This is an optimization exercise on Yosys and OpenROAD, whose aim is small area, not a production implementation.
Only simulation tests tie the RTL to the original design; equivalence was not proved.
The clock port is modelled as an ideal driver, which makes a skipped or thinned clock tree look cheaper than it is; a real chip needs a root buffer or a tree.
Power is estimated from default activity; no workload was simulated.

raven:
==> flow/design.v (excerpt) <==
module mtm_Alu (
    input  wire clk,    
    input  wire rst_n,  
    input  wire sin,    
    output reg  sout    
);
Size in the first run: roughly 370 cells after synthesis, about 4 I/O pins.
export LEC_CHECK = 0
export ABC_AREA = 1
export CAP_MARGIN = 20
export CORE_MARGIN = 2
export CORE_UTILIZATION = 60
export SLEW_MARGIN = 20
create_clock -name core_clock -period 5.0 [get_ports {clk}]
standard.sh (not shown) runs the stock make flow with config.mk's settings and CLKGATE_MAP_FILE= SYNTH_SCRIPT=/design/flow/synth_recipe.tcl, a recipe that flattens the netlist after the stock synthesis.
==> flow/flow/run.sh <==
#!/bin/bash
# Own layout flow: the standard synthesis, then the combinational logic between the
# registers is mapped again by ABC with an area-oriented script (registers, full adders
# and the design's ports are kept as they are), then the standard layout from the
# floorplan on. Each tool's output goes to a log file of its own in this folder.
set -euo pipefail
HERE=$(pwd)
FLOWDIR=$HERE/flow
RES=$HERE/orfs/results/${FLOW_PLATFORM}/mtm_Alu/base
LIB=$FLOW_HOME/platforms/${FLOW_PLATFORM}/lib/sky130_fd_sc_hd__tt_025C_1v80.lib
YOSYS=$FLOW_HOME/../tools/install/yosys/bin/yosys
[[ -x $YOSYS ]] || YOSYS=$(command -v yosys)

# 1. standard synthesis
bash standard.sh synth > $HERE/log_1_standard_synth.txt 2>&1

# 2. re-map the combinational logic
cp $RES/1_2_yosys.v $HERE/standard_1_2_yosys.v
python3 $FLOWDIR/unmap.py $LIB $HERE/standard_1_2_yosys.v $HERE/unmapped.v fa_ > $HERE/log_2_unmap.txt 2>&1
DONTUSE=""
for c in $(sed -n '/DONT_USE_CELLS/,/^$/p' $FLOW_HOME/platforms/${FLOW_PLATFORM}/config.mk | grep -o 'sky130_fd_sc_hd__[a-z0-9_]*'); do
  DONTUSE="$DONTUSE -dont_use $c"
done
cat > $HERE/resynth.ys <<EOY
read_liberty -lib $LIB
read_verilog $HERE/unmapped.v
hierarchy -check -top $FLOW_TOP
techmap
opt -fast
opt_clean
abc -liberty $LIB $DONTUSE -script $FLOWDIR/abc_area.scr -D 5000
opt_clean -purge
hilomap -singleton -hicell sky130_fd_sc_hd__conb_1 HI -locell sky130_fd_sc_hd__conb_1 LO
splitnets
opt_clean -purge
insbuf -buf sky130_fd_sc_hd__buf_4 A X
check -assert
tee -o $HERE/resynth_stat.txt stat -liberty $LIB
write_verilog -noattr -noexpr -nohex -nodec $HERE/resynth.v
EOY
$YOSYS -s $HERE/resynth.ys > $HERE/log_3_resynth.txt 2>&1
cp $HERE/resynth.v $RES/1_2_yosys.v
touch $RES/1_2_yosys.v

# 3. standard layout from the floorplan on; after clock_tree_synthesis the clock
#    tree is rebuilt as one level of four buffers (flow/post_cts.tcl)
bash standard.sh finish "CTS_ARGS=-sink_clustering_enable -repair_clock_nets -dont_use_dummy_load" \
  "POST_CTS_TCL=$FLOWDIR/post_cts.tcl" > $HERE/log_4_standard_layout.txt 2>&1
==> flow/flow/abc_area.scr <==
strash; dch -f; amap; topo; stime -c
==> flow/flow/post_cts.tcl <==
# POST_CTS_TCL hook: replace the clock tree that clock_tree_synthesis built with
# a single level of four clkbuf_16 driven by the clock port, each driving a
# quarter of the registers, grouped by position (two columns of two groups).
# Every register gets the same buffer type and the same number of buffers
# from the clock port.
set mt_block [ord::get_db_block]
set mt_db [ord::get_db]
set mt_clk [$mt_block findNet clk]
set mt_master [$mt_db findMaster sky130_fd_sc_hd__clkbuf_16]

# register clock pins
set mt_sinks {}
foreach mt_inst [$mt_block getInsts] {
  if {![[$mt_inst getMaster] isSequential]} { continue }
  set mt_it [$mt_inst findITerm CLK]
  if {$mt_it eq "NULL" || $mt_it eq ""} { continue }
  set mt_loc [$mt_inst getLocation]
  lappend mt_sinks [list [lindex $mt_loc 0] [lindex $mt_loc 1] $mt_it]
}
puts "post_cts: [llength $mt_sinks] register clock pins"

# take out the tree clock_tree_synthesis built
foreach mt_inst [$mt_block getInsts] {
  set mt_name [$mt_inst getName]
  set mt_mname [[$mt_inst getMaster] getName]
  if {([string match "clkbuf_*" $mt_name] && [string match "sky130_fd_sc_hd__clkbuf_*" $mt_mname])
      || ([string match "clkload*" $mt_name] && [string match "sky130_fd_sc_hd__clkinv*" $mt_mname])} {
    set mt_out [[$mt_inst findITerm X] getNet]
    foreach mt_it [$mt_inst getITerms] { if {[$mt_it getNet] ne "NULL"} { $mt_it disconnect } }
    odb::dbInst_destroy $mt_inst
    if {$mt_out ne "NULL" && $mt_out ne $mt_clk} {
      foreach mt_it [$mt_out getITerms] { $mt_it disconnect }
      odb::dbNet_destroy $mt_out
    }
  }
}
foreach mt_s $mt_sinks {
  set mt_it [lindex $mt_s 2]
  if {[$mt_it getNet] ne "NULL"} { $mt_it disconnect }
}

# four groups: split by x into two columns, each column by y into two groups
set mt_sinks [lsort -integer -index 0 $mt_sinks]
set mt_n [llength $mt_sinks]
set mt_groups {}
for {set c 0} {$c < 2} {incr c} {
  set mt_col [lsort -integer -index 1 [lrange $mt_sinks [expr {$c * $mt_n / 2}] [expr {($c + 1) * $mt_n / 2 - 1}]]]
  set mt_m [llength $mt_col]
  for {set r 0} {$r < 2} {incr r} {
    lappend mt_groups [lrange $mt_col [expr {$r * $mt_m / 2}] [expr {($r + 1) * $mt_m / 2 - 1}]]
  }
}
set mt_g 0
foreach mt_grp $mt_groups {
  set sx 0; set sy 0
  foreach s $mt_grp { set sx [expr {$sx + [lindex $s 0]}]; set sy [expr {$sy + [lindex $s 1]}] }
  set cx [expr {$sx / [llength $mt_grp]}]; set cy [expr {$sy / [llength $mt_grp]}]
  set mt_inst [odb::dbInst_create $mt_block $mt_master "clkbuf_leaf_$mt_g"]
  $mt_inst setLocation $cx $cy
  $mt_inst setPlacementStatus PLACED
  set mt_net [odb::dbNet_create $mt_block "clknet_leaf_$mt_g"]
  $mt_net setSigType CLOCK
  [$mt_inst findITerm A] connect $mt_clk
  [$mt_inst findITerm X] connect $mt_net
  foreach s $mt_grp { [lindex $s 2] connect $mt_net }
  incr mt_g
}
puts "post_cts: $mt_g clock buffers"

detailed_placement
estimate_parasitics -placement
if { [llength [info procs repair_timing_helper]] } {
  repair_timing_helper
  detailed_placement
}
check_placement -verbose
report_clock_skew
Other scripts of this flow, unchanged in this note and not shown: flow/flow/unmap.py
raven finished end to end and its layout was clean on timing, DRC and antenna.
Modified inputs, pepper compared to raven
--- a/flow/flow/run.sh
+++ b/flow/flow/run.sh
@@ -48 +48,2 @@
-  "POST_CTS_TCL=$FLOWDIR/post_cts.tcl" > $HERE/log_4_standard_layout.txt 2>&1
+  "POST_CTS_TCL=$FLOWDIR/post_cts.tcl" "BUFFER_PORTS_ARGS=-buffer_cell sky130_fd_sc_hd__buf_1" \
+  > $HERE/log_4_standard_layout.txt 2>&1
[summary]
First-iteration detailed-routing DRC count went down slightly going from raven to pepper.
[pepper vs raven] clock power: higher in pepper
pepper has less setup slack than raven.
In pepper, the combinational group share of total power came out 0.3 points below the value in raven.
The following lists how lagoon was set up differently from pepper:
Settings: CORE_UTILIZATION: 60 -> 70.
--- a/flow/flow/run.sh
+++ b/flow/flow/run.sh
@@ -48,2 +48 @@
-  "POST_CTS_TCL=$FLOWDIR/post_cts.tcl" "BUFFER_PORTS_ARGS=-buffer_cell sky130_fd_sc_hd__buf_1" \
-  > $HERE/log_4_standard_layout.txt 2>&1
+  "POST_CTS_TCL=$FLOWDIR/post_cts.tcl" > $HERE/log_4_standard_layout.txt 2>&1
Findings:
lagoon gives less cell row count than pepper did. Re worst hold slack: lagoon is 8.6 ps up on pepper. | area of all placed cells without fillers | pepper vs lagoon | ≈ equal |. On number of DRC markers in iteration 0, pepper beats lagoon. Going from pepper to lagoon, the power was found to have gone up by about 2%. The final worst setup slack of lagoon was superior to that of pepper. Compared with pepper, lagoon shows global-route usage higher by 4.7 points. Power share of the clock group ends up higher on pepper. Number of nets in the layout across pepper and lagoon: no real change.
Edits applied to the flow inputs when going from lagoon to juniper:
Settings: swapping 70 for 60 in CORE_UTILIZATION.
==> flow/flow/abc_area.scr <==
strash; dch -f; amap; topo; stime -c; buffer -c; upsize -c; dnsize -c
[summary]
Summary of juniper over lagoon: global-route usage shows a reduction of 5.1 points; maximum operating frequency increased by 2.9 MHz relative to the old numbers. Per the comparison of juniper with lagoon, combinational power fell by about 3%, multi-input logic portion of the cell area rose by 0.61 points, register-to-register slack rose by 60 ps, detailed-route wire length fell by 300 um. Delta (juniper minus lagoon): post-route fraction of the period consumed by the critical path down 1.2 points; setup slack after layout grew by 62 ps; relative slew slack -0.76 points. For the part of the power in combinational logic, juniper came in 0.9 points lower than lagoon did.
diff inputs: juniper => violet
--- a/flow/flow/run.sh
+++ b/flow/flow/run.sh
@@ -48 +48,2 @@
-  "POST_CTS_TCL=$FLOWDIR/post_cts.tcl" > $HERE/log_4_standard_layout.txt 2>&1
+  "POST_CTS_TCL=$FLOWDIR/post_cts.tcl" "BUFFER_PORTS_ARGS=-buffer_cell sky130_fd_sc_hd__buf_1" \
+  > $HERE/log_4_standard_layout.txt 2>&1
==> flow/flow/abc_area.scr <==
strash; dch -f; amap; topo; stime -c
--- a/flow/flow/post_cts.tcl
+++ b/flow/flow/post_cts.tcl
@@ -74 +73,0 @@
-  detailed_placement
@@ -75,0 +75,3 @@
+# size down the gates that have slack to spare
+repair_timing -recover_power 100
+detailed_placement
==> notes.md <==
violet ended with every stage complete and zero timing, DRC or antenna violations.
~same hold slack in violet and juniper
When violet is set beside juniper, its via count turns out to be 50 larger.
NOTE: post-route cell area in violet falls short of that of juniper
| fraction of standard cell area in multi-input logic | lower: violet |
Going from juniper to violet, synthesized instance count now sits lower; first-pass GRT wire length now sits higher; worst-case setup margin in the final layout now sits lower.
In every run of this note, the design's own scripts or RTL, not TritonCTS, make the clock network.

-- what the ideal ports hide --
How much do the figures lean on ideal ports? The routed layouts below were timed once more, with nothing changed but the port constraints. Step 1 assumes that a clkbuf_16 drives the clock port and a buf_2 every other input. Step 2, shift: input delay + t, output delay - t, t = (earliest + latest rising clock arrival at the registers) / 2. This alone moves slack from input paths to output paths. Slacks: ideal / step 1 / step 2; pairs: ideal / step 1.
| run | t, ns | setup slack, ns | worst setup path after step 2 | clock arrival spread, ns |
|---|---|---|---|---|
| raven | 0.228 | 0.343 / 0.344 / 0.344 | register to register | 0.007 / 0.007 |
| pepper | 0.230 | 0.268 / 0.268 / 0.268 | register to register | 0.009 / 0.010 |
| lagoon | 0.224 | 0.306 / 0.306 / 0.306 | register to register | 0.011 / 0.012 |
| juniper | 0.232 | 0.369 / 0.369 / 0.369 | register to register | 0.014 / 0.015 |
| violet | 0.230 | 0.267 / 0.267 / 0.267 | register to register | 0.011 / 0.011 |
After both steps every run listed still meets setup and hold.
